Context: an optimization exercise on an open-source flow, tuned for small area and a short achievable clock period. The choices shown serve that exercise and are no tape-out recipe.
Where RTL was checked, it was by simulation tests only, not by an equivalence proof against the original.
The RTL of runs 4 and 5 was laid out without a check of its function.
No run shown here takes its clock network from TritonCTS; it comes from the design's own scripts or RTL.
No driver is modelled on the clock port, so clock power and skew are understated where the tree is cut down; a real chip needs a root buffer or a tree.
Power is estimated from default activity; no workload was simulated.

### flow/config.mk
export PLATFORM = sky130hd
export DESIGN_NAME = synch_fifo_16x8bit
export DESIGN_NICKNAME = synch_fifo_16x8bit
export VERILOG_FILES = /design/flow/design.v
export SDC_FILE = /design/flow/constraint.sdc
export NUM_CORES = 4
export LEC_CHECK = 0
export CAP_MARGIN = 20
export CORE_MARGIN = 2
export CORE_UTILIZATION = 40
export SETUP_SLACK_MARGIN = 1.75
export SLEW_MARGIN = 20
export SYNTH_HIERARCHICAL = 1
export SYNTH_MINIMUM_KEEP_SIZE = 0
export TNS_END_PERCENT = 0
### flow/constraint.sdc
create_clock -name core_clock -period 3.0 [get_ports {clk}]
set_input_delay 0.6000 -clock core_clock [delete_from_list [all_inputs] [get_ports {clk}]]
set_output_delay 0.6000 -clock core_clock [all_outputs]
set_load 0.01 [all_outputs]
### flow/design.v
`timescale 1ns / 1ps
module synch_fifo_16x8bit
  #(parameter integer DATA_SIZE = 8, DEPTH = 16)
  ( input  [DATA_SIZE-1:0] data_in,
    input                  wr_en,
    input                  rd_en,
    input                  clk,
    input                  reset_n,
    output                 fifo_full,
    output                 fifo_empty,
    output [DATA_SIZE-1:0] data_out
  );
  reg [DATA_SIZE-1:0] qn [1:DEPTH];   
  reg [DATA_SIZE-1:0] temp_data_out;
  reg [DEPTH-1:2]     held;           
  reg                 empty_i;        
  reg                 not_full_i;     
  reg                 full_r;         
  reg                 nonempty_r;     
  wire [DEPTH+1:0] h = {1'b0, ~not_full_i, held, ~empty_i, 1'b1};    
  wire rd_only = rd_en & ~wr_en;
  wire wr_only = wr_en & ~rd_en;
  reg [DEPTH:1] held_n;
  integer k;
  always @* begin
    for (k = 1; k <= DEPTH; k = k + 1) begin
      if (h[k])
        held_n[k] = h[k+1] | ~((k == DEPTH) ? rd_en : rd_only);
      else
        held_n[k] = h[k-1] & ((k == 1) ? wr_en : wr_only);
    end
  end
  wire [DATA_SIZE-1:0] q [1:DEPTH];
  wire [DATA_SIZE-1:0] qn_next [1:DEPTH];
  genvar g, b;
  generate
    for (g = 1; g <= DEPTH; g = g + 1) begin : pos
      assign q[g] = ~qn[g];
      wire keep, shift, load;
      if (g < DEPTH) begin : mid
        fifo_ctl ctl (
          .rd(rd_en), .here(h[g]), .next(h[g+1]),
          .keep(keep), .shift(shift), .load(load));
        for (b = 0; b < DATA_SIZE; b = b + 1) begin : bit_
          fifo_pick pick (
            .keep(keep), .shift(shift), .load(load),
            .a(q[g][b]), .b(q[g+1][b]), .c(data_in[b]), .yn(qn_next[g][b]));
        end
      end else begin : last
        fifo_ctl_last ctl (
          .rd(rd_en), .here(h[g]),
          .keep(keep), .load(load));
        assign shift = 1'b0;
        for (b = 0; b < DATA_SIZE; b = b + 1) begin : bit_
          fifo_pick_last pick (
            .keep(keep), .load(load),
            .a(q[g][b]), .c(data_in[b]), .yn(qn_next[g][b]));
        end
      end
    end
  endgenerate
  integer i;
  always @(posedge clk)
    for (i = 1; i <= DEPTH; i = i + 1)
      qn[i] <= qn_next[i];
  always @(posedge clk or negedge reset_n)
    if (!reset_n) begin
      held          <= {(DEPTH-2){1'b0}};
      empty_i       <= 1'b1;
      not_full_i    <= 1'b1;
      full_r        <= 1'b0;
      nonempty_r    <= 1'b0;
      temp_data_out <= {DATA_SIZE{1'b0}};
    end else begin
      if (rd_en && !empty_i)
        temp_data_out <= q[1];
      held       <= held_n[DEPTH-1:2];
      empty_i    <= ~held_n[1];
      not_full_i <= ~held_n[DEPTH];
      full_r     <= held_n[DEPTH];
      nonempty_r <= held_n[1];
    end
  assign data_out   = temp_data_out;
  assign fifo_full  = full_r;
  assign fifo_empty = ~nonempty_r;
endmodule
module fifo_ctl
  ( input  rd,
    input  here,
    input  next,
    output keep,
    output shift,
    output load
  );
  assign keep  = ~rd & here;
  assign shift = rd & next;
  assign load  = rd ? ~next : ~here;
endmodule
module fifo_ctl_last
  ( input  rd,
    input  here,
    output keep,
    output load
  );
  assign keep = ~rd & here;
  assign load = rd | ~here;
endmodule
module fifo_pick_last
  ( input  keep,
    input  load,
    input  a,
    input  c,
    output yn
  );
  assign yn = ~((keep & a) | (load & c));
endmodule
module fifo_pick
  ( input  keep,
    input  shift,
    input  load,
    input  a,
    input  b,
    input  c,
    output yn
  );
  assign yn = ~((keep & a) | (shift & b) | (load & c));
endmodule
### flow/flow/run.sh
#!/bin/bash
# Own layout flow: the standard flow, except that
#  - port buffers are buf_2 cells rather than the default pick;
#  - the clock tree is built by flow/cts.tcl in place of TritonCTS's
#    H-tree, which is deeper and slower: two levels of clock cells
#    (CTS_ROOT_CELL roots, CTS_LEAF_CELL leaves), the leaves at the centres
#    of clusters of flip-flops of even size, so every flip-flop sees the
#    clock through the same two cells;
#  - before repair_timing, flow/cts.tcl takes out the buffer tree that
#    placement built under rd_en and makes its port buffer a buf_16, so the
#    port buffer drives the storage select gates directly.
# Each tool's full output goes to a log file of its own in this folder.
set -euo pipefail
export BUFFER_PORTS_ARGS="-buffer_cell sky130_fd_sc_hd__buf_2"
export CTS_ROOTS=4
export CTS_LEAVES=8
export CTS_ROOT_CELL=sky130_fd_sc_hd__clkinv_8
export CTS_LEAF_CELL=sky130_fd_sc_hd__clkinv_8
export FLAT_INPUTS="rd_en"
export UPSIZE_INPUTS="rd_en sky130_fd_sc_hd__buf_16"
bash standard.sh synth > synth.log 2>&1
bash standard.sh place > place.log 2>&1
bash standard.sh run RUN_SCRIPT="$PWD/flow/cts.tcl" RUN_LOG_NAME_STEM=4_1_cts_own > cts.log 2>&1
bash standard.sh finish > finish.log 2>&1
### flow/flow/cts.tcl
# Clock tree of two levels of clkbuf_16 buffers: the clock port drives
# CTS_ROOTS root buffers, which drive CTS_LEAVES leaf buffers, each placed
# at the centre of one cluster of flip-flops (k-means on the placed
# flip-flop positions; the roots at the centres of clusters of leaves).
# Every flip-flop is two buffers from the port, so clock arrivals are alike. Then ORFS's post-CTS steps: detailed
# placement and repair_timing, as cts.tcl does them.
source $::env(SCRIPTS_DIR)/load.tcl
erase_non_stage_variables cts
load_design 3_place.odb 3_place.sdc
set_dont_use $::env(DONT_USE_CELLS)

set NL [expr {[info exists ::env(CTS_LEAVES)] ? $::env(CTS_LEAVES) : 8}]
set NR [expr {[info exists ::env(CTS_ROOTS)] ? $::env(CTS_ROOTS) : 2}]
set block [ord::get_db_block]
set ::slewmax 0
set clknet [$block findNet clk]
set LEAF_CELL [expr {[info exists ::env(CTS_LEAF_CELL)] ? $::env(CTS_LEAF_CELL) : "sky130_fd_sc_hd__clkbuf_16"}]
set ROOT_CELL [expr {[info exists ::env(CTS_ROOT_CELL)] ? $::env(CTS_ROOT_CELL) : "sky130_fd_sc_hd__clkbuf_16"}]

# k-means of points {x y} into k clusters, seeded on a grid of x and y
# quantiles; returns {assignment centres}
proc kmeans {pts k} {
  set n [llength $pts]
  set xs [lsort -integer [lmap p $pts { lindex $p 0 }]]
  set ys [lsort -integer [lmap p $pts { lindex $p 1 }]]
  set gx [expr {int(ceil(sqrt($k)))}]
  set gy [expr {int(ceil(double($k) / $gx))}]
  set cents {}
  for {set a 0} {$a < $gx} {incr a} {
    for {set b 0} {$b < $gy} {incr b} {
      if {[llength $cents] < $k} {
        lappend cents [list [lindex $xs [expr {int(($a + 0.5) * $n / $gx)}]] \
                            [lindex $ys [expr {int(($b + 0.5) * $n / $gy)}]]]
      }
    }
  }
  for {set iter 0} {$iter < 50} {incr iter} {
    set asg {}
    foreach p $pts {
      set best 0
      set bd 1e30
      for {set c 0} {$c < $k} {incr c} {
        set d [expr {abs([lindex $p 0] - [lindex $cents $c 0]) + abs([lindex $p 1] - [lindex $cents $c 1])}]
        if {$d < $bd} { set bd $d; set best $c }
      }
      lappend asg $best
    }
    set new {}
    for {set c 0} {$c < $k} {incr c} {
      set sx 0; set sy 0; set m 0
      foreach p $pts a $asg {
        if {$a == $c} { incr sx [lindex $p 0]; incr sy [lindex $p 1]; incr m }
      }
      if {$m == 0} { lappend new [lindex $cents $c] } else { lappend new [list [expr {$sx / $m}] [expr {$sy / $m}]] }
    }
    set cents $new
  }
  return [list $asg $cents]
}

# even out cluster sizes: hand out points nearest-first, at most
# ceil(points / clusters) to a cluster, then move each centre to the mean
# of its points; returns {assignment centres}
proc balance {pts cents} {
  set k [llength $cents]
  set cap [expr {int(ceil(double([llength $pts]) / $k))}]
  set pairs {}
  set idx 0
  foreach p $pts {
    for {set c 0} {$c < $k} {incr c} {
      lappend pairs [list [expr {abs([lindex $p 0] - [lindex $cents $c 0]) + abs([lindex $p 1] - [lindex $cents $c 1])}] $idx $c]
    }
    incr idx
  }
  set asg [lrepeat [llength $pts] -1]
  set load [lrepeat $k 0]
  foreach pr [lsort -real -index 0 $pairs] {
    lassign $pr d i c
    if {[lindex $asg $i] >= 0 || [lindex $load $c] >= $cap} { continue }
    lset asg $i $c
    lset load $c [expr {[lindex $load $c] + 1}]
  }
  set new {}
  for {set c 0} {$c < $k} {incr c} {
    set sx 0; set sy 0; set m 0
    foreach p $pts a $asg {
      if {$a == $c} { incr sx [lindex $p 0]; incr sy [lindex $p 1]; incr m }
    }
    if {$m == 0} { lappend new [lindex $cents $c] } else { lappend new [list [expr {$sx / $m}] [expr {$sy / $m}]] }
  }
  return [list $asg $new]
}

# a cell of type master at (x, y) driving the given iterms from a new net;
# its input joins net from
proc add_buffer {master name x y from iterms} {
  global block
  set inst [odb::dbInst_create $block [[ord::get_db] findMaster $master] clkbuf_own_$name]
  set net [odb::dbNet_create $block clknet_own_$name]
  $net setSigType CLOCK
  foreach mt [[$inst getMaster] getMTerms] {
    if {[$mt getSigType] ne "SIGNAL"} { continue }
    if {[$mt getIoType] eq "INPUT"} { [$inst findITerm [$mt getName]] connect $from }
    if {[$mt getIoType] eq "OUTPUT"} { [$inst findITerm [$mt getName]] connect $net }
  }
  $inst setLocation $x $y
  $inst setPlacementStatus PLACED
  foreach it $iterms {
    $it disconnect
    $it connect $net
  }
  return $inst
}

set sinks [$clknet getITerms]
set pts {}
foreach it $sinks {
  set box [[$it getInst] getBBox]
  lappend pts [list [expr {([$box xMin] + [$box xMax]) / 2}] [expr {([$box yMin] + [$box yMax]) / 2}]]
}
puts "clock sinks: [llength $sinks], leaf buffers: $NL, root buffers: $NR"
lassign [kmeans $pts $NL] lasg lcents
lassign [balance $pts $lcents] lasg lcents
lassign [kmeans $lcents $NR] rasg rcents
lassign [balance $lcents $rcents] rasg rcents
# roots first, all on the port's net; then each leaf on its root's net
set rnets {}
for {set r 0} {$r < $NR} {incr r} {
  add_buffer $ROOT_CELL r$r [lindex $rcents $r 0] [lindex $rcents $r 1] $clknet {}
  lappend rnets [$block findNet clknet_own_r$r]
}
for {set c 0} {$c < $NL} {incr c} {
  set its {}
  foreach it $sinks a $lasg { if {$a == $c} { lappend its $it } }
  set r [lindex $rasg $c]
  add_buffer $LEAF_CELL l$c [lindex $lcents $c 0] [lindex $lcents $c 1] [lindex $rnets $r] $its
  puts "leaf buffer $c (root $r) at [lindex $lcents $c] drives [llength $its] flip-flops"
}
$clknet setSigType CLOCK
set_propagated_clock [all_clocks]

# optionally flatten the buffer trees that placement built under chosen
# input ports (FLAT_INPUTS), so that their port buffers drive every load;
# repair_timing then rebuilds what the timing needs
if {[info exists ::env(FLAT_INPUTS)]} {
  foreach port $::env(FLAT_INPUTS) {
    set front [get_cells -of [get_pins -of [get_nets $port] -filter "direction==input"]]
    set tree {}
    while {[llength $front]} {
      set next {}
      foreach c $front {
        set on [get_nets -of [get_pins -of $c -filter "direction==output"]]
        foreach pin [get_pins -of $on -filter "direction==input"] {
          set l [get_cells -of $pin]
          if {[string match "sky130_fd_sc_hd__buf_*" [get_property $l ref_name]]} {
            lappend tree $l
            lappend next $l
          }
        }
      }
      set front $next
    }
    # bypass each buffer: its loads move to its input net, then it goes
    foreach l $tree {
      set inst [$block findInst [get_full_name $l]]
      set in_net [[$inst findITerm A] getNet]
      set out_net [[$inst findITerm X] getNet]
      foreach it [$out_net getITerms] {
        if {[$it getInst] ne $inst} {
          $it disconnect
          $it connect $in_net
        }
      }
      odb::dbInst_destroy $inst
      if {[llength [$out_net getITerms]] == 0 && [llength [$out_net getBTerms]] == 0} {
        odb::dbNet_destroy $out_net
      }
    }
    puts "port $port: bypassed [llength $tree] buffers"
  }
}

# optionally upsize the drivers of the storage select nets (nets with at
# least 6 storage-cell loads) to UPSIZE_SELECTS drive strength
if {[info exists ::env(UPSIZE_SELECTS)]} {
  set n 0
  foreach net [get_nets *] {
    set loads [get_pins -of $net -filter "direction==input"]
    set k 0
    foreach p $loads {
      if {[string match "sky130_fd_sc_hd__a22*oi_*" [get_property [get_cells -of $p] ref_name]]} { incr k }
    }
    if {$k < 6} { continue }
    set drv [get_pins -of $net -filter "direction==output"]
    if {[llength $drv] != 1} { continue }
    set c [get_cells -of $drv]
    set ref [get_property $c ref_name]
    regsub {_[0-9]+$} $ref "_$::env(UPSIZE_SELECTS)" to
    if {$to ne $ref && [llength [get_lib_cells */$to]]} {
      replace_cell $c $to
      incr n
    }
  }
  puts "upsized $n select drivers to _$::env(UPSIZE_SELECTS)"
}

# optionally give chosen input ports a stronger port buffer:
# UPSIZE_INPUTS is a list of {port cell} pairs
if {[info exists ::env(UPSIZE_INPUTS)]} {
  foreach {port cell} $::env(UPSIZE_INPUTS) {
    foreach pin [get_pins -of [get_nets $port] -filter "direction==input"] {
      set inst [get_cells -of $pin]
      puts "port $port: [get_full_name $inst] becomes $cell"
      replace_cell $inst $cell
    }
  }
}

set_placement_padding -global \
  -left $::env(CELL_PAD_IN_SITES_DETAIL_PLACEMENT) \
  -right $::env(CELL_PAD_IN_SITES_DETAIL_PLACEMENT)
detailed_placement
estimate_parasitics -placement
report_clock_latency
report_clock_skew
if {[info exists ::env(CTS_DEBUG)]} {
  foreach p [get_pins -of [get_cells *] -filter "name==CLK"] {
    foreach pr {slew_max_rise slew_max_fall} { set v [get_property $p $pr]; if {$v > $::slewmax} { set ::slewmax $v } }
  }
  puts "max clk pin slew $::slewmax"
}

report_worst_slack -max
report_design_area
if {[info exists ::env(CTS_DEBUG)]} { report_cell_usage -verbose }
if { !$::env(SKIP_CTS_REPAIR_TIMING) } {
  repair_timing_helper
  detailed_placement
  check_placement -verbose
}
report_worst_slack -max
report_worst_slack -min
if {[info exists ::env(CTS_DEBUG)]} { report_checks -path_delay max -group_path_count 5 -format end; report_checks -path_delay max -fields {fanout cap slew} }
report_design_area

orfs_write_db $::env(RESULTS_DIR)/4_1_cts.odb
orfs_write_sdc $::env(RESULTS_DIR)/4_cts.sdc
### flow/standard.sh
#!/bin/bash
# synth_recipe.tcl (not shown) runs the flow's synth.tcl, then flattens the netlist and writes it again
# the make line also repeats each setting of config.mk as NAME=value (left out here)
make -C /OpenROAD-flow-scripts/flow DESIGN_CONFIG=/design/flow/config.mk WORK_HOME=/design/flow/orfs CLKGATE_MAP_FILE= SYNTH_SCRIPT=/design/flow/synth_recipe.tcl "${@:-finish}"
==> results by group, run 1 <==
Outcome
  • Result of the run: finished clean

Final layout
  • Number of nets in the final layout: 578
  • Synthesis-to-finish area growth: 15.9%
  • Fill count: 1,325
  • Post-Layout Inst Area: 6690 um^2
  • ANT cells: 0
  • Fraction of layout cells with a size suffix above 1: 19.3%
  • Final core utilization: 47.8%

Die
  • Area of the core: 14,000 um^2
  • Top Ports: 22
  • Area enclosed by the die boundary: 15,400 um^2
  • Die boundary height: 124 um
  • Horizontal extent of the die: 124 um
  • Initial standard-cell utilization of the core: 41.3%
  • Site row count: 43

STA
  • Share of the cycle needed by the critical path after routing: 45.1%
  • Maximum achievable frequency: 0.739 GHz
  • Post-route setup TNS: 0 ns
  • Final Setup Violations: 0
  • Unrepaired setup endpoints after global routing: true
  • Clk_skew: 0.0130 ns
  • Shortest clock period the worst path allows after layout: 1.35 ns
  • Count of pins over their slew limit: 0
  • Number of failing hold endpoints at the final stage: 0
  • Hold Worst Slack: 0.440 ns
  • Max transition margin: 60.7%
  • Transition time of the tightest slew-check pin: 0.590 ns

Critical path
  • Data arrival time of the critical path: 1.37 ns
  • RR Endpoint: qn[1][2]
  • Worst setup EP type: register
  • WS Path Type: input pin to register
  • Launching point of the worst reg2reg path: empty_i
  • Worst Path Required: 3.01 ns
  • Critical Path Start Type: input pin
  • Depth of the worst register-to-register path: 3
  • Highest fanout seen on the critical path: 8
  • R2r setup slk: 1.71 ns

CTS
  • Skew-Pair Late Insertion Delay: 0.14 ns
  • Clock input transition at the sequential cells of the worst setup and hold paths: 0.07 ns

Drt
  • Pre-antenna DRT Iters: 7
  • Per-cell routed wire length: 18.1 um
  • ANT nets after route: 0
  • Residual DRC count: 0
  • Violation count after the first detailed-routing iteration: 674
  • Via/cell ratio: 5.97
  • Total number of vias: 4,441
  • Overall routed net length: 13,500 um

Synthesis
  • Portion of synthesized cell area occupied by the leading cell type: 44.4%
  • Library cell with the largest summed area after synthesis: sky130_fd_sc_hd__dfxtp_1
  • Syn avg cell area: 10.9 um^2
  • Post-Syn Area: 5780 um^2
  • Syn_nets: 542
  • Most numerous cell in the Yosys netlist: sky130_fd_sc_hd__inv_1
  • Number of warnings reported in the yosys synthesis log: 9
  • Biggest area contributors in the synthesized netlist: sky130_fd_sc_hd__dfxtp_1, sky130_fd_sc_hd__a222oi_1, sky130_fd_sc_hd__dfrtp_1, sky130_fd_sc_hd__inv_1, sky130_fd_sc_hd__mux2i_1
  • Ys async rst share: 16.9%
  • Number of distinct standard cells referenced by the synthesized netlist: 23
  • Gate Count Post-Synth: 530
  • Ys flop type: sky130_fd_sc_hd__dfxtp_1
  • Leading post-synthesis cells by instance count: sky130_fd_sc_hd__inv_1, sky130_fd_sc_hd__dfxtp_1, sky130_fd_sc_hd__a222oi_1, sky130_fd_sc_hd__o21ai_0, sky130_fd_sc_hd__dfrtp_1
  • Sequential-to-total area share from yosys stat: 55.7%
  • #FFs+latches synth: 154
  • Number of enable-type register cells in the synthesized netlist: 0

Min path
  • Class of the tightest hold or removal check: register to register
  • Worst hold start: qn[1][7]
  • Worst hold endpoint: temp_data_out[7]
  • Cell depth of the worst min-delay path: 1

Global routing
  • Initial antenna violation count: 0
  • Via count of the first global-routing pass: 4,456
  • Overall routing resource usage: 17.4%
  • GRT overflow: 0
  • Pin count of the biggest net entering global routing: 33
  • Wire length of the first global-routing pass: 22,000 um

Placement
  • Total placed instance area: 6090 um^2
  • Number of port buffers: 21
  • Final Wtd Congestion: 0.765
  • Final HPWL DP: 8520 um

Power and ir drop
  • Largest voltage drop on the vdd net: 0.429 mV
  • Power density of the placed cells: 787 nW/um^2
  • Overall power after layout: 5.26 mW
  • Static Leak: 3.26 nW

Flow run
  • Number of max-capacitance violations reported: 0
[kinds of logic (layout without fill, tap and decap cells)]
logic type | after synthesis | after routing | synth area share, %
and+or+nand+nor | 43 | 43 | 4.81
buffers and inverters | 138 | 172 | 9.21
DFF | 154 | 154 | 55.7
AOI/OAI and AO/OA | 180 | 180 | 27.7
muxes | 15 | 15 | 2.60
[layout make-up]
cell class | count | area [um^2] | share of cell area [%]
multi-input cells | 238 | 2310 | 34.5
well taps | 180 | 225 | 3.37
flip-flops and latches | 154 | 3220 | 48.0
repair buffers | 27 | 245 | 3.66
inverters | 145 | 694 | 10.4
[report_power, final]
part           switching (mW)  leakage, nW  internal (mW)  total (mW)
registers               0.221         1.35           2.75        2.97
logic                   0.765         1.83          0.618        1.38
clock network           0.726       0.0827          0.181       0.906
[flip-flops by register name, indices dropped and copies added (netlist names)]
name and cells:
not_full_i 1, nonempty_r 1, empty_i 1, full_r 1
qn 128, temp_data_out 8, held 14
[per-layer routing]
layer	global-route usage [%]	vias up	wire length [um]
met5	0	-	0
met4	4.71	0	323
met3	1.28	24	529
met2	31.9	125	6880
met1	22.0	2189	5740
li1	-	2103	-
[critical path: stages]
cell and delay (ns):
sky130_fd_sc_hd__buf_16 0.15, sky130_fd_sc_hd__mux2i_4 0.23, sky130_fd_sc_hd__a222oi_1 0.38
[metrics by stage]
stage	setup slack, ns	cells
finish	1.65	744
global route	1.62	744
detailed placement	0.933	728
global placement	1.01	728
floorplan	1.70	530
[worst max-delay path by stage]
stage	start	to	slack, ns	depth (start not counted)
after floorplan	rd_en	qn[10][0]	1.70	2
after global routing	rd_en	qn[7][6]	1.62	3
after global placement	rd_en	qn[7][5]	1.01	4
final	rd_en	qn[12][0]	1.65	3
after detailed placement	rd_en	qn[10][4]	0.93	4
[per-module statistics from Yosys, one instance, submodules excluded]
module	cell area [um^2]	cells inside	flip-flops and latches
fifo_pick	10.0	1	0
fifo_pick_last	12.5	1	0
fifo_ctl_last	12.5	2	0
synch_fifo_16x8bit	4110	355	154
fifo_ctl	23.8	3	0
[layout by cell type (no fill, tap or decap), types with 4 or more instances in the layout]
cell type	instances
sky130_fd_sc_hd__a21oi_1	14
sky130_fd_sc_hd__nor2b_4	7
sky130_fd_sc_hd__nor2b_2	9
sky130_fd_sc_hd__buf_16	4
sky130_fd_sc_hd__buf_2	20
sky130_fd_sc_hd__clkinv_8	12
sky130_fd_sc_hd__mux2i_4	15
sky130_fd_sc_hd__a22oi_2	8
sky130_fd_sc_hd__inv_1	133
sky130_fd_sc_hd__o21ai_0	28
sky130_fd_sc_hd__a222oi_1	120
sky130_fd_sc_hd__o21ai_2	8
sky130_fd_sc_hd__and2_4	15
sky130_fd_sc_hd__dfrtp_1	24
sky130_fd_sc_hd__dfxtp_1	128
sky130_fd_sc_hd__nand2_1	7
==> run 2: changes to the inputs <==
--- a/flow/design.v
+++ b/flow/design.v
@@ -49,11 +49,12 @@
       end else begin : last
         fifo_ctl_last ctl (
           .rd(rd_en), .here(h[g]),
-          .keep(keep), .load(load));
+          .keep(keep));
         assign shift = 1'b0;
+        assign load  = ~keep;
         for (b = 0; b < DATA_SIZE; b = b + 1) begin : bit_
           fifo_pick_last pick (
-            .keep(keep), .load(load),
+            .keep(keep),
             .a(q[g][b]), .c(data_in[b]), .yn(qn_next[g][b]));
         end
       end
@@ -99,20 +100,17 @@
 module fifo_ctl_last
   ( input  rd,
     input  here,
-    output keep,
-    output load
+    output keep
   );
   assign keep = ~rd & here;
-  assign load = rd | ~here;
 endmodule
 module fifo_pick_last
   ( input  keep,
-    input  load,
     input  a,
     input  c,
     output yn
   );
-  assign yn = ~((keep & a) | (load & c));
+  assign yn = ~(keep ? a : c);
 endmodule
 module fifo_pick
   ( input  keep,
--- a/flow/flow/run.sh
+++ b/flow/flow/run.sh
@@ -14,7 +14,7 @@
 export BUFFER_PORTS_ARGS="-buffer_cell sky130_fd_sc_hd__buf_2"
 export CTS_ROOTS=4
 export CTS_LEAVES=8
-export CTS_ROOT_CELL=sky130_fd_sc_hd__clkinv_8
+export CTS_ROOT_CELL=sky130_fd_sc_hd__clkinv_4
 export CTS_LEAF_CELL=sky130_fd_sc_hd__clkinv_8
 export FLAT_INPUTS="rd_en"
 export UPSIZE_INPUTS="rd_en sky130_fd_sc_hd__buf_16"
--- a/flow/config.mk
+++ b/flow/config.mk
@@ -8,7 +8,7 @@
 export CAP_MARGIN = 20
 export CORE_MARGIN = 2
 export CORE_UTILIZATION = 40
-export SETUP_SLACK_MARGIN = 1.75
+export SETUP_SLACK_MARGIN = 1.72
 export SLEW_MARGIN = 20
 export SYNTH_HIERARCHICAL = 1
 export SYNTH_MINIMUM_KEEP_SIZE = 0
==> run 2 against run 1 <==
Net effect: still clean on timing, DRC and antenna; fmax grew 1.4%; largest cell class unchanged; worst setup slack improved by 0.018 ns; critical endpoint is now qn[2][2]; critical path depth unchanged; sequential power hardly changed; largest power group unchanged; via count grew 0.77%; combinational power about the same; clock skew rose by 0.032 ns.
==> results by group, run 2 <==
Final layout
  • Biggest register: qn
  • Fill count: 1,291
  • Max reg flops: 128
  • Most frequent standard cell in the layout excluding fill and tap cells: sky130_fd_sc_hd__inv_1
  • Post-Layout Inst Area: 6610 um^2
  • Fraction of layout cells with a size suffix above 1: 18.1%
  • Number of nets in the final layout: 578
  • Synthesis-to-finish area growth: 14.9%
  • ANT cells: 0
  • Final core utilization: 47.3%
  • Largest registers ranked by flip-flop count: qn (128), held (14), temp_data_out (8)
  • Top library cells by usage in the layout, fill and taps aside: sky130_fd_sc_hd__inv_1, sky130_fd_sc_hd__dfxtp_1, sky130_fd_sc_hd__a222oi_1

Power and ir drop
  • Clock group share of total power: 17.0%
  • Sw Ratio: 33.0%
  • Reg power frac: 56.8%
  • Switching power: 1.73 mW
  • Overall power after layout: 5.24 mW
  • Internal power: 3.51 mW
  • Static Leak: 3.21 nW
  • Power density of the placed cells: 792 nW/um^2
  • Portion of total power attributed to combinational logic: 26.2%
  • Largest voltage drop on the vdd net: 0.352 mV

Critical path
  • WS Path Type: input pin to register
  • Critical path, cell by cell: bufbuf_16 > and2_2 > a222oi_1
  • Slowest cell on the critical path: sky130_fd_sc_hd__bufbuf_16
  • Data arrival time of the critical path: 1.42 ns
  • Worst Path Required: 3.08 ns
  • Highest fanout seen on the critical path: 31
  • Worst setup EP type: register
  • Critical Path Max Stage Delay: 0.29 ns
  • Critical Path Start Type: input pin

Drt
  • Per-cell routed wire length: 18.2 um
  • Residual DRC count: 0
  • Pre-antenna DRT Iters: 8
  • Violation count after the first detailed-routing iteration: 702
  • Overall routed net length: 13,500 um
  • Via/cell ratio: 6.01
  • Total number of vias: 4,475
  • ANT nets after route: 0

STA
  • Share of the cycle needed by the critical path after routing: 44.5%
  • Count of pins over their slew limit: 0
  • Number of failing hold endpoints at the final stage: 0
  • Post-route setup TNS: 0 ns
  • Transition time of the tightest slew-check pin: 0.601 ns
  • Final Setup Violations: 0
  • Shortest clock period the worst path allows after layout: 1.34 ns
  • Max transition margin: 59.9%
  • Clk_skew: 0.0451 ns
  • Maximum achievable frequency: 0.749 GHz
  • Final worst-path setup slack: 1.66 ns
  • Unrepaired setup endpoints after global routing: true

Global routing
  • Via count of the first global-routing pass: 4,390
  • Wire length of the first global-routing pass: 22,000 um
  • Overall routing resource usage: 17.5%
  • GRT overflow: 0
  • Initial antenna violation count: 0
  • Pin count of the biggest net entering global routing: 32

Synthesis
  • Biggest area contributors in the synthesized netlist: sky130_fd_sc_hd__dfxtp_1, sky130_fd_sc_hd__a222oi_1, sky130_fd_sc_hd__dfrtp_1, sky130_fd_sc_hd__inv_1, sky130_fd_sc_hd__mux2i_1
  • Syn avg cell area: 10.9 um^2
  • Most numerous cell in the Yosys netlist: sky130_fd_sc_hd__inv_1
  • Sequential-to-total area share from yosys stat: 55.9%
  • Leading post-synthesis cells by instance count: sky130_fd_sc_hd__inv_1, sky130_fd_sc_hd__dfxtp_1, sky130_fd_sc_hd__a222oi_1, sky130_fd_sc_hd__o21ai_0, sky130_fd_sc_hd__dfrtp_1
  • Portion of synthesized cell area occupied by the leading cell type: 44.5%
  • Number of enable-type register cells in the synthesized netlist: 0
  • Ys flop type: sky130_fd_sc_hd__dfxtp_1
  • Ys async rst share: 16.9%
  • Library cell with the largest summed area after synthesis: sky130_fd_sc_hd__dfxtp_1
  • Number of distinct standard cells referenced by the synthesized netlist: 22
  • Gate Count Post-Synth: 529
  • Number of warnings reported in the yosys synthesis log: 9
  • Post-Syn Area: 5760 um^2
  • Syn_nets: 541
  • #FFs+latches synth: 154

Outcome
  • Result of the run: finished clean

Die
  • Initial standard-cell utilization of the core: 41.2%
  • Die boundary height: 124 um
  • Horizontal extent of the die: 124 um
  • Area of the core: 14,000 um^2
  • Top Ports: 22
  • Area enclosed by the die boundary: 15,400 um^2
  • Site row count: 43

CTS
  • Clock input transition at the sequential cells of the worst setup and hold paths: 0.09 ns
  • Skew-Pair Late Insertion Delay: 0.21 ns

Min path
  • Class of the tightest hold or removal check: input pin to asynchronous set/reset pin

Placement
  • Number of port buffers: 21
  • Total placed instance area: 6080 um^2
  • Pre-CTS setup slack: 0.708 ns
  • Final Wtd Congestion: 0.735
  • Final HPWL DP: 8530 um

Flow run
  • Number of max-capacitance violations reported: 0
==> run 2: critical path, delay by kind of cell <==
| kind | cells | cell delay [ns] |
|---|---|---|
| buffers and inverters | 1 | 0.29 |
| and+or+nand+nor | 1 | 0.23 |
| AOI/OAI and AO/OA | 1 | 0.29 |
==> run 2: final timing paths <==
kind / end / start / slack (ns) / depth (start not counted)
setup / recovery: qn[2][2] / rd_en / 1.66 / 3
hold / removal: temp_data_out[6] / reset_n / 0.40 / 1
setup reg to reg: qn[10][5] / held[10] / 1.72 / 2
hold reg to reg: qn[9][0] / qn[10][0] / 0.43 / 2
max in group asynchronous: held[5] / reset_n / 2.17 / 1
min in group core_clock: qn[9][0] / qn[10][0] / 0.43 / 2
==> run 2: final cells by class <==
class | count | area (um^2) | area share (%)
multi-input cells | 237 | 2260 | 34.2
flip-flops and latches | 154 | 3220 | 48.6
repair buffers | 28 | 245 | 3.71
well taps | 180 | 225 | 3.41
inverters | 145 | 664 | 10.0
==> run 2: kinds of logic after synthesis <==
logic type      synth area share [%]
compound gates                  26.1
flops                           55.9
buf+inv                         9.24
simple gates                    4.85
mux                             4.00
==> run 2: power groups by stage <==
stage	Clock (mW)	Combinational, mW	Sequential [mW]
3_3_place_gp	0	1.24	2.99
3_5_place_dp	0	1.29	3.02
2_1_floorplan	0	0.936	2.98
5_1_grt	1.00	1.52	3.04
6_report	0.892	1.37	2.98
==> run 2: routing by layer <==
metal	track usage, %	vias to the layer above	wire, um
li1	-	2102	-
met1	22.8	2254	5890
met2	31.6	106	6920
met3	1.19	13	508
met4	4.35	0	191
met5	0	-	0
==> run 2: modules after synthesis, one instance, submodules excluded <==
| module | cell area [um^2] | times used |
|---|---|---|
| fifo_ctl_last | 13.8 | 1 |
| fifo_ctl | 23.8 | 15 |
| fifo_pick | 10.0 | 120 |
| synch_fifo_16x8bit | 4110 | 1 |
| fifo_pick_last | 10.0 | 8 |
==> run 2: per-stage QoR <==
step	hold WS (ns)	instances
floorplan	0.304	529
global placement	0.430	726
detailed placement	0.437	726
global route	0.433	744
finish	0.402	744
==> run 3: changes to the inputs <==
--- a/flow/flow/run.sh
+++ b/flow/flow/run.sh
@@ -1,6 +1,6 @@
 #!/bin/bash
 # Own layout flow: the standard flow, except that
-#  - port buffers are buf_2 cells rather than the default pick;
+#  - port buffers are buf_4 cells rather than the default pick;
 #  - the clock tree is built by flow/cts.tcl in place of TritonCTS's
 #    H-tree, which is deeper and slower: two levels of clock cells
 #    (CTS_ROOT_CELL roots, CTS_LEAF_CELL leaves), the leaves at the centres
@@ -11,7 +11,7 @@
 #    port buffer drives the storage select gates directly.
 # Each tool's full output goes to a log file of its own in this folder.
 set -euo pipefail
-export BUFFER_PORTS_ARGS="-buffer_cell sky130_fd_sc_hd__buf_2"
+export BUFFER_PORTS_ARGS="-buffer_cell sky130_fd_sc_hd__buf_4"
 export CTS_ROOTS=4
 export CTS_LEAVES=8
 export CTS_ROOT_CELL=sky130_fd_sc_hd__clkinv_4
--- a/flow/config.mk
+++ b/flow/config.mk
@@ -8,7 +8,7 @@
 export CAP_MARGIN = 20
 export CORE_MARGIN = 2
 export CORE_UTILIZATION = 40
-export SETUP_SLACK_MARGIN = 1.72
+export SETUP_SLACK_MARGIN = 1.75
 export SLEW_MARGIN = 20
 export SYNTH_HIERARCHICAL = 1
 export SYNTH_MINIMUM_KEEP_SIZE = 0
==> run 3 against run 2 <==
Net effect: via count fell by 1.1%; first-iteration DRC count fell by 2.4%; worst setup slack improved by 0.024 ns; clock power fell by 1%; clock skew fell by 0.022 ns; power rose by 0.94%; core utilization rose by 0.73 points; largest cell class unchanged; still clean on timing, DRC and antenna; combinational power rose by 4%; synthesized cell count did not move.
==> results by group, run 3 <==
Power and ir drop
  • Overall power after layout: 5.29 mW
  • Largest voltage drop on the vdd net: 0.323 mV
  • Power density of the placed cells: 788 nW/um^2
  • Static Leak: 3.25 nW

Drt
  • Total number of vias: 4,425
  • Per-cell routed wire length: 18.5 um
  • Residual DRC count: 0
  • Violation count after the first detailed-routing iteration: 685
  • Via/cell ratio: 5.96
  • Pre-antenna DRT Iters: 7
  • ANT nets after route: 0
  • Overall routed net length: 13,700 um

Synthesis
  • Main combinational cell family by area after synthesis: compound AO/OA/AOI/OAI gates
  • Ys async rst share: 16.9%
  • #FFs+latches synth: 154
  • Post-Syn Area: 5760 um^2
  • Compound-Gate Fraction of Synth Area: 26.1%
  • Post-Synth XOR/XNOR Area: 0%
  • Syn avg cell area: 10.9 um^2
  • Adder-cell area share of the yosys netlist: 0%
  • Most numerous cell in the Yosys netlist: sky130_fd_sc_hd__inv_1
  • Library cell with the largest summed area after synthesis: sky130_fd_sc_hd__dfxtp_1
  • Sequential-to-total area share from yosys stat: 55.9%
  • Ys flop type: sky130_fd_sc_hd__dfxtp_1
  • Biggest area contributors in the synthesized netlist: sky130_fd_sc_hd__dfxtp_1, sky130_fd_sc_hd__a222oi_1, sky130_fd_sc_hd__dfrtp_1, sky130_fd_sc_hd__inv_1, sky130_fd_sc_hd__mux2i_1
  • Leading post-synthesis cells by instance count: sky130_fd_sc_hd__inv_1, sky130_fd_sc_hd__dfxtp_1, sky130_fd_sc_hd__a222oi_1, sky130_fd_sc_hd__o21ai_0, sky130_fd_sc_hd__dfrtp_1
  • Post-synthesis mux area share: 4.00%
  • Number of enable-type register cells in the synthesized netlist: 0
  • Number of warnings reported in the yosys synthesis log: 9
  • Portion of synthesized cell area occupied by the leading cell type: 44.5%
  • Number of distinct standard cells referenced by the synthesized netlist: 22
  • Synth Area in Simple Gates: 4.85%
  • Syn_nets: 541
  • Gate Count Post-Synth: 529

Die
  • Horizontal extent of the die: 124 um
  • Area of the core: 14,000 um^2
  • Site row count: 43
  • Die boundary height: 124 um
  • Area enclosed by the die boundary: 15,400 um^2
  • Initial standard-cell utilization of the core: 41.2%
  • Top Ports: 22

Critical path
  • Critical Path Start Type: input pin
  • R2r setup slk: 1.70 ns
  • Worst setup EP type: register
  • RR Endpoint: qn[12][0]
  • Worst Path Required: 3.06 ns
  • WS Path Type: input pin to register
  • Crit path capture: qn[2][6]
  • Critical path origin: rd_en
  • Critical path, cell by cell: buf_16 > mux2i_4 > a222oi_1
  • Critical Path Max Stage Delay: 0.39 ns
  • Highest fanout seen on the critical path: 8
  • Depth of the worst register-to-register path: 2
  • Data arrival time of the critical path: 1.37 ns
  • Launching point of the worst reg2reg path: held[12]
  • Slowest cell on the critical path: sky130_fd_sc_hd__a222oi_1

STA
  • Final Setup Violations: 0
  • Maximum achievable frequency: 0.763 GHz
  • Max transition margin: 74.7%
  • Transition time of the tightest slew-check pin: 0.380 ns
  • Unrepaired setup endpoints after global routing: true
  • Number of failing hold endpoints at the final stage: 0
  • Final worst-path setup slack: 1.69 ns
  • Count of pins over their slew limit: 0
  • Hold Worst Slack: 0.302 ns
  • Post-route setup TNS: 0 ns
  • Shortest clock period the worst path allows after layout: 1.31 ns
  • Clk_skew: 0.0229 ns
  • Share of the cycle needed by the critical path after routing: 43.7%

Placement
  • Final HPWL DP: 8380 um
  • # placed instances: 725
  • Final Wtd Congestion: 0.754
  • Pre-CTS setup slack: 0.799 ns
  • Number of port buffers: 21
  • Total placed instance area: 6110 um^2

Flow run
  • Number of max-capacitance violations reported: 0

Global routing
  • GRT overflow: 0
  • Overall routing resource usage: 17.7%
  • Initial antenna violation count: 0
  • Via count of the first global-routing pass: 4,384
  • Wire length of the first global-routing pass: 22,100 um
  • Pin count of the biggest net entering global routing: 32

Final layout
  • Largest registers ranked by flip-flop count: qn (128), held (14), temp_data_out (8)
  • Final core utilization: 48.0%
  • ANT cells: 0
  • Biggest register: qn
  • Synthesis-to-finish area growth: 16.7%
  • Fraction of layout cells with a size suffix above 1: 18.3%
  • Layout Cells excl Fill: 743
  • Top library cells by usage in the layout, fill and taps aside: sky130_fd_sc_hd__inv_1, sky130_fd_sc_hd__dfxtp_1, sky130_fd_sc_hd__a222oi_1
  • Post-Layout Inst Area: 6720 um^2
  • Number of nets in the final layout: 577
  • Most frequent standard cell in the layout excluding fill and tap cells: sky130_fd_sc_hd__inv_1
  • Max reg flops: 128

CTS
  • Clock input transition at the sequential cells of the worst setup and hold paths: 0.08 ns
  • Skew-Pair Late Insertion Delay: 0.20 ns

Outcome
  • Result of the run: finished clean

Min path
  • Class of the tightest hold or removal check: input pin to asynchronous set/reset pin
-- run 3: cell counts after synthesis --
Identical to the previous run, type by type.
-- run 3: report_power, final --
group | total [mW] | leakage, nW | switching (mW) | internal [mW]
logic | 1.43 | 1.84 | 0.767 | 0.662
registers | 2.98 | 1.35 | 0.227 | 2.75
clock network | 0.883 | 0.0716 | 0.743 | 0.141
total | 5.29 | 3.25 | 1.74 | 3.55
-- run 3: critical path: cells and delay by family --
family,cells,cell delay [ns]
muxes,1,0.23
buffers and inverters,1,0.14
AOI/OAI and AO/OA,1,0.39
-- run 3: routing by layer --
metal / up-vias / routed length (um) / track usage (%)
li1: 2093 / - / -
met1: 2201 / 6030 / 22.6
met2: 107 / 6910 / 32.6
met3: 24 / 568 / 1.65
met4: 0 / 233 / 3.51
met5: - / 0 / 0
-- run 3: cell type report --
type	instances	area [um^2]
Fill cell	1293	7270
Sequential cell	154	3220
Multi-Input combinational cell	237	2290
Inverter	145	664
Timing Repair Buffer	27	322
Tap cell	180	225
-- run 3: Yosys stat by module, one instance, submodules excluded --
module | flip-flops and latches | area (um^2) | copies in the design
fifo_ctl | 0 | 23.8 | 15
fifo_ctl_last | 0 | 13.8 | 1
fifo_pick | 0 | 10.0 | 120
fifo_pick_last | 0 | 10.0 | 8
synch_fifo_16x8bit | 154 | 4110 | 1
-- run 3: logic make-up (layout without fill, tap and decap cells) --
group                  Yosys count  count (layout)
buffers and inverters          138             172
AND/OR/NAND/NOR                 42              42
flip-flops                     154             154
AO/OA/AOI/OAI                  172             172
multiplexers                    23              23
-- run 3: how the worst min path moves through the flow --
stage                                   to  slack (ns)  cells after the start
after global placement    temp_data_out[6]        0.43                      1
final                             held[12]        0.30                      1
after global routing      temp_data_out[4]        0.33                      1
after floorplan                     full_r        0.30                      0
after detailed placement  temp_data_out[0]        0.43                      1
==> run 4: changes to the inputs <==
--- a/flow/design.v
+++ b/flow/design.v
@@ -18,6 +18,8 @@
   reg                 full_r;         
   reg                 nonempty_r;     
   wire [DEPTH+1:0] h = {1'b0, ~not_full_i, held, ~empty_i, 1'b1};    
+  wire [DEPTH+1:0] hn = ~h;
+  wire             rd_n = ~rd_en;
   wire rd_only = rd_en & ~wr_en;
   wire wr_only = wr_en & ~rd_en;
   reg [DEPTH:1] held_n;
@@ -39,7 +41,8 @@
       wire keep, shift, load;
       if (g < DEPTH) begin : mid
         fifo_ctl ctl (
-          .rd(rd_en), .here(h[g]), .next(h[g+1]),
+          .rd(rd_en), .rd_n(rd_n), .here(h[g]), .next(h[g+1]),
+          .here_n(hn[g]), .next_n(hn[g+1]),
           .keep(keep), .shift(shift), .load(load));
         for (b = 0; b < DATA_SIZE; b = b + 1) begin : bit_
           fifo_pick pick (
@@ -48,13 +51,12 @@
         end
       end else begin : last
         fifo_ctl_last ctl (
-          .rd(rd_en), .here(h[g]),
-          .keep(keep));
+          .rd(rd_en), .here(h[g]), .here_n(hn[g]),
+          .keep(keep), .load(load));
         assign shift = 1'b0;
-        assign load  = ~keep;
         for (b = 0; b < DATA_SIZE; b = b + 1) begin : bit_
           fifo_pick_last pick (
-            .keep(keep),
+            .keep(keep), .load(load),
             .a(q[g][b]), .c(data_in[b]), .yn(qn_next[g][b]));
         end
       end
@@ -87,30 +89,37 @@
 endmodule
 module fifo_ctl
   ( input  rd,
+    input  rd_n,
     input  here,
     input  next,
+    input  here_n,
+    input  next_n,
     output keep,
     output shift,
     output load
   );
-  assign keep  = ~rd & here;
-  assign shift = rd & next;
-  assign load  = rd ? ~next : ~here;
+  assign keep  = ~(rd | here_n);
+  assign shift = ~(rd_n | next_n);
+  assign load  = ~(rd ? next : here);
 endmodule
 module fifo_ctl_last
   ( input  rd,
     input  here,
-    output keep
+    input  here_n,
+    output keep,
+    output load
   );
-  assign keep = ~rd & here;
+  assign keep = ~(rd | here_n);
+  assign load = ~(~rd & here);
 endmodule
 module fifo_pick_last
   ( input  keep,
+    input  load,
     input  a,
     input  c,
     output yn
   );
-  assign yn = ~(keep ? a : c);
+  assign yn = ~((keep & a) | (load & c));
 endmodule
 module fifo_pick
   ( input  keep,
--- a/flow/flow/run.sh
+++ b/flow/flow/run.sh
@@ -1,6 +1,6 @@
 #!/bin/bash
 # Own layout flow: the standard flow, except that
-#  - port buffers are buf_4 cells rather than the default pick;
+#  - port buffers are buf_2 cells rather than the default pick;
 #  - the clock tree is built by flow/cts.tcl in place of TritonCTS's
 #    H-tree, which is deeper and slower: two levels of clock cells
 #    (CTS_ROOT_CELL roots, CTS_LEAF_CELL leaves), the leaves at the centres
@@ -11,7 +11,7 @@
 #    port buffer drives the storage select gates directly.
 # Each tool's full output goes to a log file of its own in this folder.
 set -euo pipefail
-export BUFFER_PORTS_ARGS="-buffer_cell sky130_fd_sc_hd__buf_4"
+export BUFFER_PORTS_ARGS="-buffer_cell sky130_fd_sc_hd__buf_2"
 export CTS_ROOTS=4
 export CTS_LEAVES=8
 export CTS_ROOT_CELL=sky130_fd_sc_hd__clkinv_4
--- a/flow/config.mk
+++ b/flow/config.mk
@@ -8,7 +8,7 @@
 export CAP_MARGIN = 20
 export CORE_MARGIN = 2
 export CORE_UTILIZATION = 40
-export SETUP_SLACK_MARGIN = 1.75
+export SETUP_SLACK_MARGIN = 1.72
 export SLEW_MARGIN = 20
 export SYNTH_HIERARCHICAL = 1
 export SYNTH_MINIMUM_KEEP_SIZE = 0
==> run 4 against run 3 <==
Net effect: final cell count rose by 2.0%; combinational power fell by 3%; sequential power barely moved; highest routed layer unchanged; sequential share of layout area rose by 0.59 points; via count rose by 1.3%.
==> results by group, run 4 <==
Final layout
  • Synthesis-to-finish area growth: 16.0%
  • Fraction of layout cells with a size suffix above 1: 18.7%
  • Top library cells by usage in the layout, fill and taps aside: sky130_fd_sc_hd__inv_1, sky130_fd_sc_hd__dfxtp_1, sky130_fd_sc_hd__a222oi_1
  • ANT cells: 0
  • Most frequent standard cell in the layout excluding fill and tap cells: sky130_fd_sc_hd__inv_1
  • Largest registers ranked by flip-flop count: qn (128), held (14), temp_data_out (8)
  • Biggest register: qn
  • Number of nets in the final layout: 592
  • Fill count: 1,271
  • Max reg flops: 128

Synthesis
  • Adder-cell area share of the yosys netlist: 0%
  • Number of enable-type register cells in the synthesized netlist: 0
  • Syn_nets: 557
  • Ys async rst share: 16.9%
  • Number of distinct standard cells referenced by the synthesized netlist: 19
  • Number of warnings reported in the yosys synthesis log: 9
  • Sequential-to-total area share from yosys stat: 56.2%
  • Main combinational cell family by area after synthesis: compound AO/OA/AOI/OAI gates
  • Compound-Gate Fraction of Synth Area: 27.8%
  • Syn avg cell area: 10.5 um^2
  • #FFs+latches synth: 154
  • Ys flop type: sky130_fd_sc_hd__dfxtp_1
  • Post-Synth XOR/XNOR Area: 0%
  • Portion of synthesized cell area occupied by the leading cell type: 44.8%
  • Post-synthesis mux area share: 2.63%
  • Gate Count Post-Synth: 545
  • Most numerous cell in the Yosys netlist: sky130_fd_sc_hd__inv_1
  • Biggest area contributors in the synthesized netlist: sky130_fd_sc_hd__dfxtp_1, sky130_fd_sc_hd__a222oi_1, sky130_fd_sc_hd__dfrtp_1, sky130_fd_sc_hd__inv_1, sky130_fd_sc_hd__mux2i_1
  • Post-Syn Area: 5720 um^2
  • Synth Area in Simple Gates: 3.15%
  • Library cell with the largest summed area after synthesis: sky130_fd_sc_hd__dfxtp_1
  • Leading post-synthesis cells by instance count: sky130_fd_sc_hd__inv_1, sky130_fd_sc_hd__dfxtp_1, sky130_fd_sc_hd__a222oi_1, sky130_fd_sc_hd__nor2_1, sky130_fd_sc_hd__o21ai_0

Global routing
  • Overall routing resource usage: 17.5%
  • Wire length of the first global-routing pass: 22,200 um
  • GRT overflow: 0
  • Initial antenna violation count: 0
  • Pin count of the biggest net entering global routing: 32
  • Via count of the first global-routing pass: 4,407

Drt
  • Violation count after the first detailed-routing iteration: 779
  • Overall routed net length: 13,300 um
  • Residual DRC count: 0
  • Per-cell routed wire length: 17.5 um
  • ANT nets after route: 0
  • Total number of vias: 4,483
  • Via/cell ratio: 5.91
  • Pre-antenna DRT Iters: 6

Outcome
  • Result of the run: finished clean

Power and ir drop
  • Overall power after layout: 5.23 mW
  • Static Leak: 3.29 nW
  • Largest voltage drop on the vdd net: 0.372 mV
  • Power density of the placed cells: 788 nW/um^2

Critical path
  • WS Path Type: register to output pin
  • Slowest cell on the critical path: sky130_fd_sc_hd__dfrtp_1
  • Cell family with most CP delay: flip-flops
  • Worst Path Required: 2.40 ns
  • Data arrival time of the critical path: 0.72 ns
  • Total buffers and inverters traversed by the critical path: 1
  • Critical Path Max Stage Delay: 0.39 ns
  • Worst setup EP type: output pin
  • Critical path, cell by cell: buf_2
  • Critical Path Start Type: register
  • Highest fanout seen on the critical path: 2

Placement
  • Final Wtd Congestion: 0.749
  • Number of port buffers: 21
  • Final HPWL DP: 8630 um

Die
  • Area of the core: 13,900 um^2
  • Area enclosed by the die boundary: 15,300 um^2
  • Die boundary height: 124 um
  • Top Ports: 22
  • Horizontal extent of the die: 124 um
  • Site row count: 43
  • Initial standard-cell utilization of the core: 41.0%

STA
  • Final Setup Violations: 0
  • Hold Worst Slack: 0.401 ns
  • Transition time of the tightest slew-check pin: 0.573 ns
  • Shortest clock period the worst path allows after layout: 1.32 ns
  • Post-route setup TNS: 0 ns
  • Share of the cycle needed by the critical path after routing: 44.0%
  • Maximum achievable frequency: 0.758 GHz
  • Count of pins over their slew limit: 0
  • Number of failing hold endpoints at the final stage: 0
  • Clk_skew: 0.0128 ns
  • Unrepaired setup endpoints after global routing: true
  • Max transition margin: 61.8%

CTS
  • Skew-Pair Late Insertion Delay: 0.19 ns
  • Clock input transition at the sequential cells of the worst setup and hold paths: 0.08 ns

Flow run
  • Number of max-capacitance violations reported: 0

Min path
  • Class of the tightest hold or removal check: input pin to asynchronous set/reset pin
run 4: cell count changes after synthesis, moves of 2 or more:
cell	before	now
sky130_fd_sc_hd__a22oi_2	0	8
sky130_fd_sc_hd__nor2_1	0	32
sky130_fd_sc_hd__a21oi_1	14	16
sky130_fd_sc_hd__inv_1	133	147
sky130_fd_sc_hd__nor2b_1	16	0
sky130_fd_sc_hd__and2_2	15	0
sky130_fd_sc_hd__buf_2	1	3
sky130_fd_sc_hd__mux2i_1	23	15
run 4: cell type report:
class                      instances  area (um^2)  area share [%]
multi-input combinational        239         2230            33.7
tap                              180          225            3.39
sequential                       154         3220            48.5
inverter                         159          721            10.9
timing repair buffer              26          239            3.60
run 4: metrics by stage:
stage	cell area (um^2)	util, %	std cells	setup slack [ns]
after detailed placement	6030	43.3	743	0.826
after floorplan	5720	-	545	1.52
final	6640	47.6	758	1.68
after global placement	6030	43.3	743	0.899
after global routing	6640	47.6	758	1.61
run 4: routing by layer:
metal  global-route usage, %  wire length [um]  vias to the layer above
li1                        -                 -                     2130
met1                    22.6              5780                     2210
met2                    32.5              6730                      130
met3                    1.42               596                       13
met4                    2.70               165                        0
met5                       0                 0                        -
run 4: per-module statistics from Yosys, one instance, submodules excluded:
module              area, um^2  copies in the design  flip-flops and latches  cells
synch_fifo_16x8bit        4150                     1                     154    370
fifo_ctl                  17.5                    15                       0      3
fifo_pick_last            12.5                     8                       0      1
fifo_ctl_last             10.0                     1                       0      2
fifo_pick                 10.0                   120                       0      1
run 4: where the power goes:
group	total, mW	internal, mW	switching, mW
sequential	2.98	2.76	0.221
clock	0.873	0.141	0.733
combinational	1.38	0.598	0.779
total	5.23	3.50	1.73
run 4: cell families (layout without fill, tap and decap cells):
| family | after synthesis | after routing |
|---|---|---|
| AND/OR/NAND/NOR | 44 | 44 |
| buffers and inverters | 152 | 185 |
| multiplexers | 15 | 15 |
| AO/OA/AOI/OAI | 180 | 180 |
| flip-flops | 154 | 154 |
run 4: final timing paths:
check	from	endpoint	slack (ns)	cells past startpoint
worst max-delay path	temp_data_out[5]	data_out[5]	1.68	1
worst min-delay path	reset_n	temp_data_out[6]	0.40	1
worst max register to register	empty_i	qn[1][6]	1.70	3
min in group core_clock	qn[1][1]	temp_data_out[1]	0.45	1
worst min register to register	qn[1][1]	temp_data_out[1]	0.45	1
max in group asynchronous	reset_n	held[6]	2.19	1
==> run 5: changes to the inputs <==
--- a/flow/flow/run.sh
+++ b/flow/flow/run.sh
@@ -8,7 +8,9 @@
 #    clock through the same two cells;
 #  - before repair_timing, flow/cts.tcl takes out the buffer tree that
 #    placement built under rd_en and makes its port buffer a buf_16, so the
-#    port buffer drives the storage select gates directly.
+#    port buffer drives the storage select gates directly;
+#  - gate sizing may change a cell's footprint (MATCH_CELL_FOOTPRINT=0),
+#    so repair_timing can upsize the storage select gates.
 # Each tool's full output goes to a log file of its own in this folder.
 set -euo pipefail
 export BUFFER_PORTS_ARGS="-buffer_cell sky130_fd_sc_hd__buf_2"
@@ -19,6 +21,6 @@
 export FLAT_INPUTS="rd_en"
 export UPSIZE_INPUTS="rd_en sky130_fd_sc_hd__buf_16"
 bash standard.sh synth > synth.log 2>&1
-bash standard.sh place > place.log 2>&1
-bash standard.sh run RUN_SCRIPT="$PWD/flow/cts.tcl" RUN_LOG_NAME_STEM=4_1_cts_own > cts.log 2>&1
-bash standard.sh finish > finish.log 2>&1
+bash standard.sh MATCH_CELL_FOOTPRINT=0 place > place.log 2>&1
+bash standard.sh MATCH_CELL_FOOTPRINT=0 run RUN_SCRIPT="$PWD/flow/cts.tcl" RUN_LOG_NAME_STEM=4_1_cts_own > cts.log 2>&1
+bash standard.sh MATCH_CELL_FOOTPRINT=0 finish > finish.log 2>&1
==> run 5 against run 4 <==
Net effect: fmax decreased by 3.9%; wire length increased by 1.4%; final area decreased by 0.34%; worst setup slack got worse by 0.054 ns; flip-flop and latch count unchanged; sequential share of layout area increased by 0.18 points; combinational power about the same; still clean; highest routed layer unchanged; global-route usage about the same.
==> results by group, run 5 <==
STA
  • Clk_skew: 0.0202 ns
  • Max transition margin: 61.6%
  • Transition time of the tightest slew-check pin: 0.576 ns
  • Count of pins over their slew limit: 0
  • Share of the cycle needed by the critical path after routing: 45.8%
  • Post-route setup TNS: 0 ns
  • Unrepaired setup endpoints after global routing: true
  • Shortest clock period the worst path allows after layout: 1.37 ns
  • Final Setup Violations: 0
  • Maximum achievable frequency: 0.728 GHz
  • Number of failing hold endpoints at the final stage: 0

Final layout
  • Biggest register: qn
  • Number of nets in the final layout: 592
  • Top library cells by usage in the layout, fill and taps aside: sky130_fd_sc_hd__inv_1, sky130_fd_sc_hd__dfxtp_1, sky130_fd_sc_hd__a222oi_1
  • Fraction of layout cells with a size suffix above 1: 18.9%
  • Final core utilization: 47.5%
  • Most frequent standard cell in the layout excluding fill and tap cells: sky130_fd_sc_hd__inv_1
  • Post-Layout Inst Area: 6610 um^2
  • Synthesis-to-finish area growth: 15.6%
  • ANT cells: 0
  • Max reg flops: 128
  • Largest registers ranked by flip-flop count: qn (128), held (14), temp_data_out (8)

Critical path
  • Worst setup EP type: register
  • Launching point of the worst reg2reg path: held[11]
  • Data arrival time of the critical path: 1.41 ns
  • WS Path Type: input pin to register
  • Depth of the worst register-to-register path: 3
  • Critical Path Start Type: input pin
  • RR Endpoint: qn[11][0]
  • Critical Path Max Stage Delay: 0.45 ns
  • Slowest cell on the critical path: sky130_fd_sc_hd__mux2i_2
  • Highest fanout seen on the critical path: 13
  • Total buffers and inverters traversed by the critical path: 1
  • Logic depth of the worst path, buffers included: 3
  • Critical path origin: rd_en
  • Cell family with most CP delay: multiplexers
  • Worst Path Required: 3.03 ns
  • R2r setup slk: 1.68 ns
  • Crit path capture: qn[2][5]
  • Critical path, cell by cell: buf_16 > mux2i_2 > a222oi_1

Global routing
  • Overall routing resource usage: 17.5%
  • Via count of the first global-routing pass: 4,501
  • Initial antenna violation count: 0
  • Wire length of the first global-routing pass: 22,000 um
  • GRT overflow: 0
  • Pin count of the biggest net entering global routing: 32

Placement
  • Total placed instance area: 6040 um^2
  • Number of port buffers: 21
  • Final HPWL DP: 8550 um
  • Final Wtd Congestion: 0.718

CTS
  • Skew-Pair Late Insertion Delay: 0.19 ns
  • Clock input transition at the sequential cells of the worst setup and hold paths: 0.09 ns

Synthesis
  • Post-Syn Area: 5720 um^2
  • Biggest area contributors in the synthesized netlist: sky130_fd_sc_hd__dfxtp_1, sky130_fd_sc_hd__a222oi_1, sky130_fd_sc_hd__dfrtp_1, sky130_fd_sc_hd__inv_1, sky130_fd_sc_hd__mux2i_1
  • Number of enable-type register cells in the synthesized netlist: 0
  • Most numerous cell in the Yosys netlist: sky130_fd_sc_hd__inv_1
  • Ys async rst share: 16.9%
  • Ys flop type: sky130_fd_sc_hd__dfxtp_1
  • Sequential-to-total area share from yosys stat: 56.2%
  • Number of distinct standard cells referenced by the synthesized netlist: 19
  • Gate Count Post-Synth: 545
  • Syn_nets: 557
  • Number of warnings reported in the yosys synthesis log: 9
  • Syn avg cell area: 10.5 um^2
  • Portion of synthesized cell area occupied by the leading cell type: 44.8%
  • Leading post-synthesis cells by instance count: sky130_fd_sc_hd__inv_1, sky130_fd_sc_hd__dfxtp_1, sky130_fd_sc_hd__a222oi_1, sky130_fd_sc_hd__nor2_1, sky130_fd_sc_hd__o21ai_0
  • Library cell with the largest summed area after synthesis: sky130_fd_sc_hd__dfxtp_1
  • #FFs+latches synth: 154

Drt
  • Via/cell ratio: 5.95
  • ANT nets after route: 0
  • Pre-antenna DRT Iters: 7
  • Overall routed net length: 13,500 um
  • Residual DRC count: 0
  • Total number of vias: 4,510
  • Violation count after the first detailed-routing iteration: 758
  • Per-cell routed wire length: 17.8 um

Min path
  • Class of the tightest hold or removal check: input pin to asynchronous set/reset pin

Die
  • Initial standard-cell utilization of the core: 41.0%
  • Site row count: 43
  • Area of the core: 13,900 um^2
  • Top Ports: 22
  • Area enclosed by the die boundary: 15,300 um^2
  • Die boundary height: 124 um
  • Horizontal extent of the die: 124 um

Power and ir drop
  • Power density of the placed cells: 795 nW/um^2
  • Static Leak: 3.27 nW
  • Largest voltage drop on the vdd net: 0.378 mV

Outcome
  • Result of the run: finished clean

Flow run
  • Number of max-capacitance violations reported: 0
==> run 5: cell type report <==
class | count | area (um^2)
Multi-Input combinational cell | 239 | 2240
Tap cell | 180 | 225
Fill cell | 1302 | 7320
Inverter | 159 | 721
Sequential cell | 154 | 3220
Timing Repair Buffer | 26 | 211
==> run 5: modules after synthesis, one instance, submodules excluded <==
module              area [um^2]  times used  flip-flops and latches
fifo_pick                  10.0         120                       0
fifo_pick_last             12.5           8                       0
fifo_ctl                   17.5          15                       0
fifo_ctl_last              10.0           1                       0
synch_fifo_16x8bit         4150           1                     154
==> run 5: how the worst min path moves through the flow <==
| stage | start | end | slack (ns) |
|---|---|---|---|
| after floorplan | reset_n | full_r | 0.30 |
| after global placement | qn[1][6] | temp_data_out[6] | 0.43 |
| after detailed placement | qn[1][1] | temp_data_out[1] | 0.43 |
| after global routing | reset_n | temp_data_out[6] | 0.43 |
| final | reset_n | temp_data_out[6] | 0.38 |
==> run 5: power breakdown <==
part | switching, mW | leakage, nW | internal, mW
clock | 0.756 | 0.0716 | 0.142
combinational | 0.779 | 1.85 | 0.599
sequential | 0.225 | 1.34 | 2.76
total | 1.76 | 3.27 | 3.50
==> run 5: routing by layer <==
layer | vias up | global-route usage [%] | share of wire (%)
met5 | - | 0 | 0
met3 | 22 | 1.47 | 4.2
met2 | 131 | 32.3 | 52
li1 | 2127 | - | -
met1 | 2230 | 21.6 | 42
met4 | 0 | 5.11 | 2.3
==> run 5: kinds of logic after synthesis <==
family / Yosys count / share of synthesized area, %
and+or+nand+nor: 44 / 3.15
muxes: 15 / 2.63
AOI/OAI and AO/OA: 180 / 27.8
buffers and inverters: 152 / 10.2
DFF: 154 / 56.2
==> run 5: per-stage QoR <==
stage	setup WS, ns	std cells	total power [mW]	hold WS, ns
after global routing	1.61	758	5.60	0.434
after detailed placement	0.863	742	4.31	0.434
final	1.63	758	5.26	0.385
after global placement	0.895	742	4.24	0.431
after floorplan	1.52	545	3.92	0.304

## static timing again, ports no longer ideal
In the flow no input, the clock included, has a driving cell. The finished layouts below were timed again as built, in two steps.
Step 1 assumes that a clkbuf_16 drives the clock port and a buf_2 every other input.
Step 2 moves the port delays by t, midway between the first and last clock arrival at a register: inputs arrive t later, outputs are due t later. That takes back most of the time a late clock gives input paths.
Three values: ideal, step 1, step 2; two values: the first two.
run	shift t [ns]	slack for setup (ns)	slew at the worst register clock pin (ns)	worst data-port slew with drivers (ns)	pins driven straight from the clock port
run 1	0.277	1.646 / 1.539 / 1.262	0.07 / 0.08	0.33	4
run 2	0.281	1.665 / 1.592 / 1.315	0.09 / 0.09	0.27	4
run 3	0.288	1.689 / 1.552 / 1.264	0.08 / 0.08	0.33	4
run 4	0.284	1.681 / 1.526 / 1.242	0.08 / 0.08	0.25	4
run 5	0.284	1.627 / 1.535 / 1.250	0.09 / 0.09	0.20	4
After both steps setup and hold are still met in every run listed. For run 4, which loses most, drivers alone change the setup slack by -0.155 ns; drivers and shift together by -0.439 ns.
